Background: an optimization exercise with open tools, aiming at small area, a short achievable clock period and few clock cycles. Do not read the settings as production practice.
At most, simulation tests tie the RTL to the original design; equivalence was not proved.

## base2_to_base3
module base2_to_base3(
	base3_no,
	done,
	base2_no,
	en,
	rst,
	clk);
For scale: roughly 380 cells after synthesis.
clock: 19.0 ns
lec_check: 0
cap_margin: 20
core_margin: 2
core_utilization: 40
cts_buf_list: sky130_fd_sc_hd__clkbuf_2 sky130_fd_sc_hd__clkbuf_4
slew_margin: 20
synth_hierarchical: 1
synth_minimum_keep_size: 0
standard.sh (not shown) runs the stock make flow with config.mk's settings and CLKGATE_MAP_FILE= SYNTH_SCRIPT=/design/flow/synth_recipe.tcl, a recipe that flattens the netlist after the stock synthesis.
==> flow/flow/run.sh <==
#!/bin/bash
# Own layout flow: the standard flow, with the standard synthesis
# unchanged, and two changes to how the layout is made:
#  - after the floorplan, the o21ai_0 gates are swapped for o21ai_1 (same
#    area and footprint, stronger drive);
#  - the port buffers are small buf_1 buffers instead of the default delay
#    buffers.
# Each step's full output goes to a log of its own in this folder.
set -euo pipefail
bash standard.sh synth floorplan > flow_1_synth_floorplan.log 2>&1
openroad -no_init -exit flow/swap.tcl > flow_2_swap.log 2>&1
bash standard.sh BUFFER_PORTS_ARGS="-buffer_cell sky130_fd_sc_hd__buf_1" finish > flow_3_place_to_finish.log 2>&1
==> flow/flow/swap.tcl <==
# Swap every o21ai_0 for an o21ai_1 in the floorplan (same function, area and
# footprint; stronger drive).
set platform $::env(FLOW_HOME)/platforms/sky130hd
set results orfs/results/sky130hd/base2_to_base3/base
read_liberty $platform/lib/sky130_fd_sc_hd__tt_025C_1v80.lib
read_db $results/2_floorplan.odb
read_sdc $results/2_floorplan.sdc
source $platform/setRC.tcl
puts "worst slack before: [sta::worst_slack -max]"
set n 0
foreach inst [get_cells *] {
  if {[get_property $inst ref_name] eq "sky130_fd_sc_hd__o21ai_0"} {
    replace_cell $inst sky130_fd_sc_hd__o21ai_1
    incr n
  }
}
puts "swapped $n o21ai_0 for o21ai_1"
puts "worst slack after: [sta::worst_slack -max]"
write_db $results/2_floorplan.odb
Then changed:
--- a/flow/design.v
+++ b/flow/design.v
@@ -243,15 +243,15 @@
 div_algo_n c3_0 (.q(c3_0_q), .rn1(c3_0_r1), .rn0(c3_0_r0), .r1(c3_1_r1), .r0(c3_1_r0), .b(c2_0_q));
 wire c4_8_q, c4_8_r1, c4_8_r0;
 div_half_p10 c4_8 (.q(c4_8_q), .rn1(c4_8_r1), .rn0(c4_8_r0), .r0(c3_9_q), .b(c3_8_q));
 wire c4_7_q, c4_7_r1, c4_7_r0;
 div_algo_n c4_7 (.q(c4_7_q), .rn1(c4_7_r1), .rn0(c4_7_r0), .r1(c4_8_r1), .r0(c4_8_r0), .b(c3_7_q));
 wire c4_6_q, c4_6_r1, c4_6_r0;
-div_algo c4_6 (.q(c4_6_q), .rn1(c4_6_r1), .rn0(c4_6_r0), .r1(cut_r[13]), .r0(cut_r[14]), .b(cut_r[15]));
+div_algo c4_6 (.q(c4_6_q), .rn1(c4_6_r1), .rn0(c4_6_r0), .r1(c4_7_r1), .r0(c4_7_r0), .b(c3_6_q));
 wire c4_5_q, c4_5_r1, c4_5_r0;
-div_algo_n c4_5 (.q(c4_5_q), .rn1(c4_5_r1), .rn0(c4_5_r0), .r1(c4_6_r1), .r0(c4_6_r0), .b(cut_r[16]));
+div_algo_n c4_5 (.q(c4_5_q), .rn1(c4_5_r1), .rn0(c4_5_r0), .r1(cut_r[13]), .r0(cut_r[14]), .b(cut_r[15]));
 wire c4_4_q, c4_4_r1, c4_4_r0;
 div_algo c4_4 (.q(c4_4_q), .rn1(c4_4_r1), .rn0(c4_4_r0), .r1(c4_5_r1), .r0(c4_5_r0), .b(c3_4_q));
 wire c4_3_q, c4_3_r1, c4_3_r0;
 div_algo_n c4_3 (.q(c4_3_q), .rn1(c4_3_r1), .rn0(c4_3_r0), .r1(c4_4_r1), .r0(c4_4_r0), .b(c3_3_q));
 wire c4_2_q, c4_2_r1, c4_2_r0;
 div_algo c4_2 (.q(c4_2_q), .rn1(c4_2_r1), .rn0(c4_2_r0), .r1(c4_3_r1), .r0(c4_3_r0), .b(c3_2_q));
@@ -259,13 +259,13 @@
 div_algo_n c4_1 (.q(c4_1_q), .rn1(c4_1_r1), .rn0(c4_1_r0), .r1(c4_2_r1), .r0(c4_2_r0), .b(c3_1_q));
 wire c4_0_q, c4_0_r1, c4_0_r0;
 div_algo_t c4_0 (.q(c4_0_q), .rn1(c4_0_r1), .rn0(c4_0_r0), .r1(c4_1_r1), .r0(c4_1_r0), .b(c3_0_q));
 wire c5_7_q, c5_7_r1, c5_7_r0;
 div_half_p10 c5_7 (.q(c5_7_q), .rn1(c5_7_r1), .rn0(c5_7_r0), .r0(c4_8_q), .b(c4_7_q));
 wire c5_6_q, c5_6_r1, c5_6_r0;
-div_algo_n c5_6 (.q(c5_6_q), .rn1(c5_6_r1), .rn0(c5_6_r0), .r1(cut_r[17]), .r0(cut_r[18]), .b(c4_6_q));
+div_algo_n c5_6 (.q(c5_6_q), .rn1(c5_6_r1), .rn0(c5_6_r0), .r1(cut_r[16]), .r0(cut_r[17]), .b(cut_r[18]));
 wire c5_5_q, c5_5_r1, c5_5_r0;
 div_algo c5_5 (.q(c5_5_q), .rn1(c5_5_r1), .rn0(c5_5_r0), .r1(c5_6_r1), .r0(c5_6_r0), .b(c4_5_q));
 wire c5_4_q, c5_4_r1, c5_4_r0;
 div_algo_n c5_4 (.q(c5_4_q), .rn1(c5_4_r1), .rn0(c5_4_r0), .r1(c5_5_r1), .r0(c5_5_r0), .b(c4_4_q));
 wire c5_3_q, c5_3_r1, c5_3_r0;
 div_algo c5_3 (.q(c5_3_q), .rn1(c5_3_r1), .rn0(c5_3_r0), .r1(c5_4_r1), .r0(c5_4_r0), .b(c4_3_q));
@@ -301,12 +301,12 @@
 div_algo_n c8_1 (.q(c8_1_q), .rn1(c8_1_r1), .rn0(c8_1_r0), .r1(c8_2_r1), .r0(c8_2_r0), .b(c7_1_q));
 wire c8_0_q, c8_0_r1, c8_0_r0;
 div_algo_t c8_0 (.q(c8_0_q), .rn1(c8_0_r1), .rn0(c8_0_r0), .r1(c8_1_r1), .r0(c8_1_r0), .b(c7_0_q));
 wire c9_0_q, c9_0_r1, c9_0_r0;
 div_half_n01 c9_0 (.q(c9_0_q), .rn1(c9_0_r1), .rn0(c9_0_r0), .r0(c8_1_q), .b(c8_0_q));
 always @(posedge clk) begin
-	cut_r <= {c5_7_r0, c5_7_r1, c3_5_q, c3_6_q, c4_7_r0, c4_7_r1, c2_4_q, c3_5_r0, c3_5_r1, c1_3_q, c2_4_r0, c2_4_r1, c0_2_q, c1_3_r0, c1_3_r1, base2_no[0], base2_no[1], c0_2_r0, c0_2_r1};
+	cut_r <= {c4_6_q, c5_7_r0, c5_7_r1, c3_5_q, c4_6_r0, c4_6_r1, c2_4_q, c3_5_r0, c3_5_r1, c1_3_q, c2_4_r0, c2_4_r1, c0_2_q, c1_3_r0, c1_3_r1, base2_no[0], base2_no[1], c0_2_r0, c0_2_r1};
 	done_r <= start;
 end
 assign done = done_r;
 assign base3_no = {10'd0, c9_0_q, {c9_0_r1, c9_0_r0}, {c8_0_r1, c8_0_r0}, {c7_0_r1, c7_0_r0}, {c6_0_r1, c6_0_r0}, {c5_0_r1, c5_0_r0}, {c4_0_r1, c4_0_r0}, {c3_0_r1, c3_0_r0}, {c2_0_r1, c2_0_r0}, {c1_0_r1, c1_0_r0}, {c0_0_r1, c0_0_r0}};
 endmodule
The changed run went through all stages and came out clean.
Global-route usage is lower by 0.10 points.
Utilization went down by 0.37 points.
Maximum frequency rises by a few percent.
Routed wire length grows slightly.
Synthesized area stays the same.
Final area falls slightly.
Setup slack improved by 260 ps.
Worst hold slack improves by 18 ps.
Via count fell slightly.
Sequential share of layout area rose by 0.11 points.
Testbench counts after the change, summed over its fixed seeds: cycles 3,200.
The RTL of the first run of this note was laid out without a check of its function.

==> what the ideal ports hide <==
How much do the figures lean on ideal ports? The routed layouts below were timed once more, with nothing changed but the port constraints.
Step 1 assumes that a clkbuf_16 drives the clock port and a buf_2 every other input.
Step 2, shift: input delay + t, output delay - t, t = (earliest + latest rising clock arrival at the registers) / 2. This alone moves slack from input paths to output paths.
Three values: ideal, step 1, step 2; two values: the first two.
| run | shift t [ns] | setup slack, ns | hold slack, ns | clock arrival spread, ns |
|---|---|---|---|---|
| the first run | 0.318 | 11.098 / 11.075 / 11.362 | 3.580 / 3.585 / 3.903 | 0.007 / 0.007 |
| the second run | 0.314 | 11.357 / 11.334 / 11.414 | 3.598 / 3.598 / 3.911 | 0.003 / 0.003 |
After both steps setup and hold are still met in every run listed.
